Source: an optimization exercise on an open RTL-to-GDS flow (aim: small area). Production flows keep margins and buffers that such runs may drop. In this exercise RTL edits were held to simulation tests only and were not proved equivalent to the original. No activity file was given, so power comes from the tool's default toggle rates.

==> flow/design.v (excerpt) <==
module snn_wrapper(
        input clk,
        input rst,
        input [7:0] i_input_neurons,
        output [3:0] o_output_spike,
        output [29:0] o_hidden_spike
    );
For scale: about 0.020 mm^2 of cells after synthesis.
export LEC_CHECK = 0
export ABC_AREA = 1
export CAP_MARGIN = 20
export CORE_MARGIN = 2
export CORE_UTILIZATION = 40
export GPL_TIMING_DRIVEN = 0
export PLACE_DENSITY = 0.6
export SLEW_MARGIN = 20
export SYNTH_MEMORY_MAX_BITS = 16384
create_clock -name core_clock -period 10.0 [get_ports {clk}]
standard.sh (not shown) runs the stock make flow with config.mk's settings and CLKGATE_MAP_FILE= SYNTH_SCRIPT=/design/flow/synth_recipe.tcl, a recipe that flattens the netlist after the stock synthesis.
==> flow/flow/run.sh <==
#!/bin/bash
# Standard synthesis; its combinational logic re-mapped for area (flow/reabc.tcl);
# then the standard layout, with a small port buffer and a clock tree without
# dummy loads.  Each tool's output goes to a log file of its own here.
set -euo pipefail
R=orfs/results/$FLOW_PLATFORM/snn_wrapper/base
bash standard.sh synth > flow_synth.log 2>&1
cp $R/1_2_yosys.v flow_std_synth.v
KEEP="sky130_fd_sc_hd__df* sky130_fd_sc_hd__edf* sky130_fd_sc_hd__sdf* sky130_fd_sc_hd__sedf* sky130_fd_sc_hd__dl*"
YOSYS=$(command -v yosys || echo "$FLOW_HOME/../tools/install/yosys/bin/yosys")
LIB=$FLOW_HOME/platforms/$FLOW_PLATFORM/lib/sky130_fd_sc_hd__tt_025C_1v80.lib \
NETLIST=$R/1_2_yosys.v TOP=$FLOW_TOP KEEP_CELLS="$KEEP" ABC_SCRIPT=flow/area.abc \
  "$YOSYS" -c flow/reabc.tcl > flow_reabc.log 2>&1
rm -f $R/1_synth.odb $R/1_synth.sdc
bash standard.sh \
  "BUFFER_PORTS_ARGS=-buffer_cell sky130_fd_sc_hd__buf_1" \
  "CTS_ARGS=-sink_clustering_enable -repair_clock_nets -dont_use_dummy_load -buf_list sky130_fd_sc_hd__clkbuf_4 -sink_clustering_size 12 -sink_clustering_max_diameter 40" \
  finish > flow_make.log 2>&1
==> flow/flow/area.abc <==
&get -n
&st
&dch -f
&nf -R 1000 -p -F 8 -A 4 -C 32
&put
==> flow/flow/reabc.tcl <==
# Re-map the combinational logic of the standard synthesis netlist with an
# area-oriented ABC script.  Flip-flops and latches (KEEP_CELLS) are
# kept as they are, instance for instance, so the registers keep the
# standard synthesis's names and cell types.
set lib $::env(LIB)
set net $::env(NETLIST)
yosys read_liberty -ignore_miss_func $lib
yosys setattr -mod -set blackbox 1 {*}$::env(KEEP_CELLS)
yosys read_verilog $net
yosys hierarchy -top $::env(TOP)
yosys flatten
yosys opt_clean
yosys abc -liberty $lib -dont_use sky130_fd_sc_hd__lpflow_* -dont_use sky130_fd_sc_hd__probe* -script $::env(ABC_SCRIPT)
yosys opt_clean -purge
yosys hilomap -singleton -hicell sky130_fd_sc_hd__conb_1 HI -locell sky130_fd_sc_hd__conb_1 LO
yosys splitnets
yosys opt_clean -purge
yosys stat -liberty $lib
yosys write_verilog -noattr -noexpr -nohex -nodec $net
Then changed:
--- a/flow/flow/run.sh
+++ b/flow/flow/run.sh
@@ -16,3 +16,3 @@
   "BUFFER_PORTS_ARGS=-buffer_cell sky130_fd_sc_hd__buf_1" \
-  "CTS_ARGS=-sink_clustering_enable -repair_clock_nets -dont_use_dummy_load -buf_list sky130_fd_sc_hd__clkbuf_4 -sink_clustering_size 12 -sink_clustering_max_diameter 40" \
+  "CTS_ARGS=-sink_clustering_enable -repair_clock_nets -dont_use_dummy_load -buf_list sky130_fd_sc_hd__clkbuf_8 -sink_clustering_size 16 -sink_clustering_max_diameter 50" \
   finish > flow_make.log 2>&1
Settings changed: CORE_UTILIZATION 40 to 50, PLACE_DENSITY 0.6 to 0.7.
Result:
- global-route usage is higher by 9.7 points
- design area stays flat
- wire length is higher by 5.7%
- critical path depth is lower by 1
- combinational power is higher by about 1%
- worst setup slack degrades by 0.56 ns
- via count is higher by 2.9%
- first-iteration DRC count is higher by 21%
- hold slack improves by 0.099 ns
- power is higher by 4.6%
Then changed:
--- a/flow/flow/run.sh
+++ b/flow/flow/run.sh
@@ -16,3 +16,3 @@
   "BUFFER_PORTS_ARGS=-buffer_cell sky130_fd_sc_hd__buf_1" \
-  "CTS_ARGS=-sink_clustering_enable -repair_clock_nets -dont_use_dummy_load -buf_list sky130_fd_sc_hd__clkbuf_8 -sink_clustering_size 16 -sink_clustering_max_diameter 50" \
+  "CTS_ARGS=-sink_clustering_enable -repair_clock_nets -dont_use_dummy_load -buf_list {sky130_fd_sc_hd__clkbuf_4 sky130_fd_sc_hd__clkbuf_8} -sink_clustering_size 10 -sink_clustering_max_diameter 40" \
   finish > flow_make.log 2>&1
Settings changed: CORE_UTILIZATION 50 to 40, PLACE_DENSITY 0.7 to 0.6.
=>
- The changed run produced a clean layout
- flip-flop and latch count is unchanged
- core utilization shrinks by 10 points
- cell area grows by a few percent
- first-iteration DRC count shrinks by roughly a tenth
- routed wire length shrinks by a few percent
- via count shrinks by a few percent
- global-route usage shrinks by 9.5 points
- cell count grows by a few percent
- total power grows by a few percent
Then changed:
--- a/flow/flow/run.sh
+++ b/flow/flow/run.sh
@@ -16,3 +16,3 @@
   "BUFFER_PORTS_ARGS=-buffer_cell sky130_fd_sc_hd__buf_1" \
-  "CTS_ARGS=-sink_clustering_enable -repair_clock_nets -dont_use_dummy_load -buf_list {sky130_fd_sc_hd__clkbuf_4 sky130_fd_sc_hd__clkbuf_8} -sink_clustering_size 10 -sink_clustering_max_diameter 40" \
+  "CTS_ARGS=-sink_clustering_enable -repair_clock_nets -dont_use_dummy_load -buf_list sky130_fd_sc_hd__clkbuf_8 -sink_clustering_size 16 -sink_clustering_max_diameter 50" \
   finish > flow_make.log 2>&1
Outcome:
- The new run went through all stages and came out clean
- sequential share of layout area increases by 0.90 points
- setup slack gains 0.081 ns
- first-iteration DRC count fell by 0.97%
- final area is lower by 1.6%
- worst hold slack gets better by 0.022 ns
- clock skew went up by 0.0035 ns
- routed wire length decreases by about 0.6%
- register-to-register slack improves by 0.08 ns
- power shrinks by about 7%
- sequential power barely changes
Then changed:
Settings changed: SETUP_SLACK_MARGIN set to 0.2.
Outcome: Total power does not change; fmax does not change; non-clock buffer count stays the same; core utilization does not change; first-iteration DRC count stays the same; worst setup slack stays the same.

---

Another version of the RTL of snn_wrapper (not shown whole).
For scale: about 2400 cells after synthesis, about 600 flip-flops, roughly 44 I/O pins, roughly 0.024 sq mm of cells after synthesis.
==> flow/config.mk <==
export PLATFORM = sky130hd
export DESIGN_NAME = snn_wrapper
export DESIGN_NICKNAME = snn_wrapper
export VERILOG_FILES = /design/flow/design.v
export SDC_FILE = /design/flow/constraint.sdc
export NUM_CORES = 4
export LEC_CHECK = 0
export CAP_MARGIN = 20
export CORE_MARGIN = 2
export CORE_UTILIZATION = 40
export PLACE_DENSITY = 0.6
export SLEW_MARGIN = 20
export SYNTH_MEMORY_MAX_BITS = 16384
==> flow/constraint.sdc <==
create_clock -name core_clock -period 10.0 [get_ports {clk}]
set_input_delay 2.0000 -clock core_clock [delete_from_list [all_inputs] [get_ports {clk}]]
set_output_delay 2.0000 -clock core_clock [all_outputs]
set_load 0.01 [all_outputs]
==> flow/flow/run.sh <==
#!/bin/bash
# Standard layout, with a smaller port buffer and a clock tree without dummy loads.
set -euo pipefail
bash standard.sh \
  "BUFFER_PORTS_ARGS=-buffer_cell sky130_fd_sc_hd__buf_1" \
  "CTS_ARGS=-sink_clustering_enable -repair_clock_nets -dont_use_dummy_load -buf_list sky130_fd_sc_hd__clkbuf_8 -sink_clustering_size 20 -sink_clustering_max_diameter 60" \
  finish > flow_make.log 2>&1
The starting point produced a clean layout.
Change:
Settings changed: ABC_AREA from default to 1, GPL_TIMING_DRIVEN from default to 0.
Result: This time the run produced a layout that fails on setup timing. Design area came out lower by 5.5%. Core utilization rose by 0.27 points. Wire length rose by 21%. Non-clock buffer count went down by 8. Critical path depth climbs by 11. Hold slack degrades by 0.032 ns. Die area fell by 5.5%.
Change:
==> flow/flow/run.sh (replaced) <==
#!/bin/bash
# Standard synthesis; its combinational logic re-mapped for area (flow/reabc.tcl);
# then the standard layout, with a small port buffer and a clock tree without
# dummy loads.  Each tool's output goes to a log file of its own here.
set -euo pipefail
R=orfs/results/$FLOW_PLATFORM/snn_wrapper/base
bash standard.sh synth > flow_synth.log 2>&1
cp $R/1_2_yosys.v flow_std_synth.v
KEEP="sky130_fd_sc_hd__df* sky130_fd_sc_hd__edf* sky130_fd_sc_hd__sdf* sky130_fd_sc_hd__sedf* sky130_fd_sc_hd__dl*"
YOSYS=$(command -v yosys || echo "$FLOW_HOME/../tools/install/yosys/bin/yosys")
LIB=$FLOW_HOME/platforms/$FLOW_PLATFORM/lib/sky130_fd_sc_hd__tt_025C_1v80.lib \
NETLIST=$R/1_2_yosys.v TOP=$FLOW_TOP KEEP_CELLS="$KEEP" ABC_SCRIPT=flow/area.abc \
  "$YOSYS" -c flow/reabc.tcl > flow_reabc.log 2>&1
rm -f $R/1_synth.odb $R/1_synth.sdc
bash standard.sh \
  "BUFFER_PORTS_ARGS=-buffer_cell sky130_fd_sc_hd__buf_1" \
  "CTS_ARGS=-sink_clustering_enable -repair_clock_nets -dont_use_dummy_load -buf_list sky130_fd_sc_hd__clkbuf_8 -sink_clustering_size 16 -sink_clustering_max_diameter 50" \
  finish > flow_make.log 2>&1
==> flow/flow/area.abc (new file) <==
&get -n
&st
&dch -f
&nf -R 1000 -p -F 8 -A 4 -C 32
&put
==> flow/flow/reabc.tcl (new file) <==
# Re-map the combinational logic of the standard synthesis netlist with an
# area-oriented ABC script.  Flip-flops and latches (KEEP_CELLS) are
# kept as they are, instance for instance, so the registers keep the
# standard synthesis's names and cell types.
set lib $::env(LIB)
set net $::env(NETLIST)
yosys read_liberty -ignore_miss_func $lib
yosys setattr -mod -set blackbox 1 {*}$::env(KEEP_CELLS)
yosys read_verilog $net
yosys hierarchy -top $::env(TOP)
yosys flatten
yosys opt_clean
yosys abc -liberty $lib -dont_use sky130_fd_sc_hd__lpflow_* -dont_use sky130_fd_sc_hd__probe* -script $::env(ABC_SCRIPT)
yosys opt_clean -purge
yosys hilomap -singleton -hicell sky130_fd_sc_hd__conb_1 HI -locell sky130_fd_sc_hd__conb_1 LO
yosys splitnets
yosys opt_clean -purge
yosys stat -liberty $lib
yosys write_verilog -noattr -noexpr -nohex -nodec $net
Now the flow finished clean.
Via count is lower by 16%.
First-iteration DRC count came out lower by 26%.
Power went down by 2.5%.
Change:
--- a/flow/flow/run.sh
+++ b/flow/flow/run.sh
@@ -7,5 +7,5 @@
 bash standard.sh synth > flow_synth.log 2>&1
 cp $R/1_2_yosys.v flow_std_synth.v
-KEEP="sky130_fd_sc_hd__df* sky130_fd_sc_hd__edf* sky130_fd_sc_hd__sdf* sky130_fd_sc_hd__sedf* sky130_fd_sc_hd__dl*"
+KEEP="sky130_fd_sc_hd__dfxtp_1 sky130_fd_sc_hd__edfxtp_1 sky130_fd_sc_hd__fa_1 sky130_fd_sc_hd__ha_1"
 YOSYS=$(command -v yosys || echo "$FLOW_HOME/../tools/install/yosys/bin/yosys")
 LIB=$FLOW_HOME/platforms/$FLOW_PLATFORM/lib/sky130_fd_sc_hd__tt_025C_1v80.lib \
@@ -15,4 +15,4 @@
 bash standard.sh \
   "BUFFER_PORTS_ARGS=-buffer_cell sky130_fd_sc_hd__buf_1" \
-  "CTS_ARGS=-sink_clustering_enable -repair_clock_nets -dont_use_dummy_load -buf_list sky130_fd_sc_hd__clkbuf_8 -sink_clustering_size 16 -sink_clustering_max_diameter 50" \
+  "CTS_ARGS=-sink_clustering_enable -repair_clock_nets -dont_use_dummy_load -buf_list sky130_fd_sc_hd__clkbuf_8 -sink_clustering_size 20 -sink_clustering_max_diameter 60" \
   finish > flow_make.log 2>&1
==> flow/flow/area.abc (replaced) <==
&get -n
&st
&dch -f
&nf -R 1000 -p -F 8 -A 4
&put
--- a/flow/flow/reabc.tcl
+++ b/flow/flow/reabc.tcl
@@ -1,4 +1,4 @@
 # Re-map the combinational logic of the standard synthesis netlist with an
-# area-oriented ABC script.  Flip-flops and latches (KEEP_CELLS) are
+# area-oriented ABC script.  Flip-flops (and the full/half adder cells) are
 # kept as they are, instance for instance, so the registers keep the
 # standard synthesis's names and cell types.
Settings changed: GPL_TIMING_DRIVEN 0 to default.
=> Wire length grows by 14%. Count of clock-buffer cells in the layout drops by 11. Worst hold slack improves by 0.019 ns. Power goes up by 4.2%. Register-to-register slack gains 0.32 ns. Clock skew came out higher by 0.044 ns. Fmax climbs by 3.5%. Utilization goes up by 3.4 points. Global-route usage climbs by 3.3 points. Synthesized area goes up by 3.0%.
Change:
==> flow/flow/run.sh (replaced) <==
#!/bin/bash
# Standard layout, with a smaller port buffer and a clock tree without dummy loads.
set -euo pipefail
bash standard.sh \
  "BUFFER_PORTS_ARGS=-buffer_cell sky130_fd_sc_hd__buf_1" \
  "CTS_ARGS=-sink_clustering_enable -repair_clock_nets -dont_use_dummy_load -buf_list sky130_fd_sc_hd__clkbuf_8 -sink_clustering_size 20 -sink_clustering_max_diameter 60" \
  finish > flow_make.log 2>&1
removed: flow/flow/area.abc
removed: flow/flow/reabc.tcl
Outcome: Via count climbs by a few percent. Worst setup slack is worse by 0.093 ns. Global-route usage drops by 1.6 points. Worst hold slack is worse by 0.0033 ns. Power drops by a few percent. Wire length climbs slightly. First-iteration DRC count climbs by a few percent. Combinational power drops by about a fifth.
Change:
==> flow/flow/run.sh (replaced) <==
#!/bin/bash
# Standard layout, with a smaller port buffer and a clock tree without dummy loads.
set -euo pipefail
bash standard.sh \
  "BUFFER_PORTS_ARGS=-buffer_cell sky130_fd_sc_hd__buf_1" \
  "CTS_ARGS=-sink_clustering_enable -repair_clock_nets -dont_use_dummy_load -buf_list sky130_fd_sc_hd__clkbuf_4 -sink_clustering_size 10 -sink_clustering_max_diameter 40" \
  finish > flow_make.log 2>&1
Settings changed: CAP_MARGIN 20 to 10, SLEW_MARGIN 20 to 10.
Final cell count went up slightly.
Wire length stays flat.
Synthesized cell count stays the same.
Critical path depth stays the same.

---

## try-harbor
snn_wrapper, a different RTL version from the one above (not shown whole).
Size: ~1900 cells after synthesis, ~44 I/O pins, about 20000 sq um of cells after synthesis.
clock: 10.0 ns
lec_check: 0
abc_area: 1
cap_margin: 20
core_margin: 2
core_utilization: 40
gpl_timing_driven: 0
place_density: 0.6
slew_margin: 20
synth_memory_max_bits: 16384
==> flow/flow/run.sh <==
#!/bin/bash
# Standard synthesis (standard.sh synth), unchanged; then its combinational
# logic re-mapped for area by flow/reabc.tcl (registers kept instance for
# instance); then the standard layout (standard.sh finish) of that netlist,
# with buf_1 port buffers and a clock tree without dummy loads.
# Each tool's output goes to a log file of its own in this folder.
set -euo pipefail
R=orfs/results/$FLOW_PLATFORM/snn_wrapper/base
bash standard.sh synth > flow_synth.log 2>&1
cp $R/1_2_yosys.v flow_std_synth.v
KEEP="sky130_fd_sc_hd__df* sky130_fd_sc_hd__edf* sky130_fd_sc_hd__sdf* sky130_fd_sc_hd__sedf* sky130_fd_sc_hd__dl*"
YOSYS=$(command -v yosys || echo "$FLOW_HOME/../tools/install/yosys/bin/yosys")
LIB=$FLOW_HOME/platforms/$FLOW_PLATFORM/lib/sky130_fd_sc_hd__tt_025C_1v80.lib \
NETLIST=$R/1_2_yosys.v TOP=$FLOW_TOP KEEP_CELLS="$KEEP" ABC_SCRIPT=flow/area.abc \
ADDER_MAP=$FLOW_HOME/platforms/$FLOW_PLATFORM/cells_adders_hd.v \
  "$YOSYS" -c flow/reabc.tcl > flow_reabc.log 2>&1
rm -f $R/1_synth.odb $R/1_synth.sdc
bash standard.sh \
  "BUFFER_PORTS_ARGS=-buffer_cell sky130_fd_sc_hd__buf_1" \
  "CTS_ARGS=-sink_clustering_enable -repair_clock_nets -dont_use_dummy_load -buf_list sky130_fd_sc_hd__clkbuf_4 -sink_clustering_size 10 -sink_clustering_max_diameter 35" \
  finish > flow_make.log 2>&1
Other scripts of this flow, unchanged in this note and not shown: flow/flow/area.abc, flow/flow/reabc.tcl
try-harbor completed end to end with timing, DRC and antenna clean.
--- input diff try-harbor..try-amber ---
Settings: SETUP_SLACK_MARGIN newly set to 0.3.
-- flow/flow/run.sh --
<<< try-harbor, line 20
  "CTS_ARGS=-sink_clustering_enable -repair_clock_nets -dont_use_dummy_load -buf_list sky130_fd_sc_hd__clkbuf_4 -sink_clustering_size 10 -sink_clustering_max_diameter 35" \
>>> try-amber, line 20
  "CTS_ARGS=-sink_clustering_enable -repair_clock_nets -dont_use_dummy_load -buf_list sky130_fd_sc_hd__clkbuf_4 -sink_clustering_size 12 -sink_clustering_max_diameter 40" \
==> comparison <==
- Summary of try-amber over try-harbor: area added between synthesis and finish fell 0.37 points; global-route usage about even.
- Between try-amber and try-harbor, the difference in multi-input combinational cell area is negligible.
- When the final numbers for try-amber and try-harbor were put side by side, the relative contribution of the clock network to total power turned out to be smaller in try-amber.
- Looking at total length of routed wires, try-amber sits below try-harbor.
- try-amber vs. try-harbor: worst hold slack now smaller; cell depth of the worst setup path saw a decrease; number of ordinary and repair buffers in the finished layout rose 1.8%; final routed wire length divided by cell count comparable; total power down 1.8%.
### try-amber -> try-tundra
-- flow/flow/run.sh --
<<< try-amber, line 20
  "CTS_ARGS=-sink_clustering_enable -repair_clock_nets -dont_use_dummy_load -buf_list sky130_fd_sc_hd__clkbuf_4 -sink_clustering_size 12 -sink_clustering_max_diameter 40" \
>>> try-tundra, line 20
  "CTS_ARGS=-sink_clustering_enable -repair_clock_nets -dont_use_dummy_load -buf_list sky130_fd_sc_hd__clkbuf_4 -sink_clustering_size 10 -sink_clustering_max_diameter 35" \
--- outcome ---
- The sequential fraction of total cell area in try-tundra sits 0.21 points below the value recorded for try-amber.
- Looking at shortest period the worst path allows, try-tundra sits 0.025 ns above try-amber.
- try-amber → try-tundra: worst setup slack for register-to-register paths has decreased; layout overhead on the synthesized area grew by 0.39 points; reported leakage power increased 0.64%.
- Cell count: try-tundra higher than try-amber
- Delta (try-tundra minus try-amber): routing usage on met1 decreased by 0.37 points relative to the old numbers; global-route usage closely matched the old numbers.
### try-tundra -> try-delta
Settings: PLACE_DENSITY changed from 0.6 to 0.72.
[summary]
On detailed-placement wirelength estimate, try-tundra beats try-delta. Re vertical extent of the die: no difference whatsoever between try-tundra and try-delta. The run showing the smaller worst setup margin is try-tundra. In the flow results for try-delta and try-tundra, the detailed-routing iteration count for the pre-antenna-repair pass is smaller on try-delta. In try-delta, wire length is higher than in try-tundra. Looking at try-delta and try-tundra, the design area is a wash. Timing-limited maximum frequency on try-delta is ahead of try-tundra.

what the ideal ports hide:
The flow's constraints put no driver on any port. The routed layouts listed below were extracted and timed again, unchanged, in two steps. Step 1 assumes that a clkbuf_16 drives the clock port and a buf_2 every other input. Step 2 adds t to the input delays and takes it off the output delays; t is the mean of the earliest and latest rising clock arrival at the registers after step 1. Input paths then give back, and output paths get back, about the clock's delay inside the block. Slacks: ideal ports / drivers / drivers and shift; pairs: ideal ports / drivers.
run	shift t [ns]	setup slack, ns	hold slack, ns	worst slew at a driven data input, ns	pins driven straight from the clock port
the first run of note 1	0.780	1.195 / 1.195 / 1.195	0.217 / 0.217 / 0.217	0.04	1
the second run of note 1	0.669	0.635 / 0.635 / 0.635	0.316 / 0.316 / 0.316	0.04	1
the third run of note 1	0.643	1.226 / 1.226 / 1.226	0.257 / 0.257 / 0.257	0.04	1
the fourth run of note 1	0.651	1.306 / 1.306 / 1.306	0.280 / 0.280 / 0.280	0.04	1
the fifth run of note 1	0.651	1.306 / 1.306 / 1.306	0.280 / 0.280 / 0.280	0.04	1
the first run of note 2	0.647	0.546 / 0.546 / 0.546	0.283 / 0.283 / 0.283	0.06	1
the second run of note 2	0.677	-0.013 / -0.013 / -0.013	0.251 / 0.251 / 0.251	0.09	1
the third run of note 2	0.646	0.428 / 0.428 / 0.428	0.271 / 0.271 / 0.271	0.04	1
the fourth run of note 2	0.643	0.752 / 0.752 / 0.752	0.290 / 0.290 / 0.290	0.05	1
the fifth run of note 2	0.628	0.658 / 0.658 / 0.658	0.287 / 0.287 / 0.287	0.04	1
the sixth run of note 2	0.771	0.725 / 0.725 / 0.725	0.227 / 0.227 / 0.227	0.04	1
try-harbor	0.788	0.331 / 0.331 / 0.331	0.263 / 0.263 / 0.263	0.05	1
try-amber	0.760	0.553 / 0.553 / 0.553	0.226 / 0.226 / 0.226	0.05	1
try-tundra	0.788	0.528 / 0.528 / 0.528	0.265 / 0.265 / 0.265	0.05	1
try-delta	0.800	0.607 / 0.607 / 0.607	0.232 / 0.232 / 0.232	0.03	1
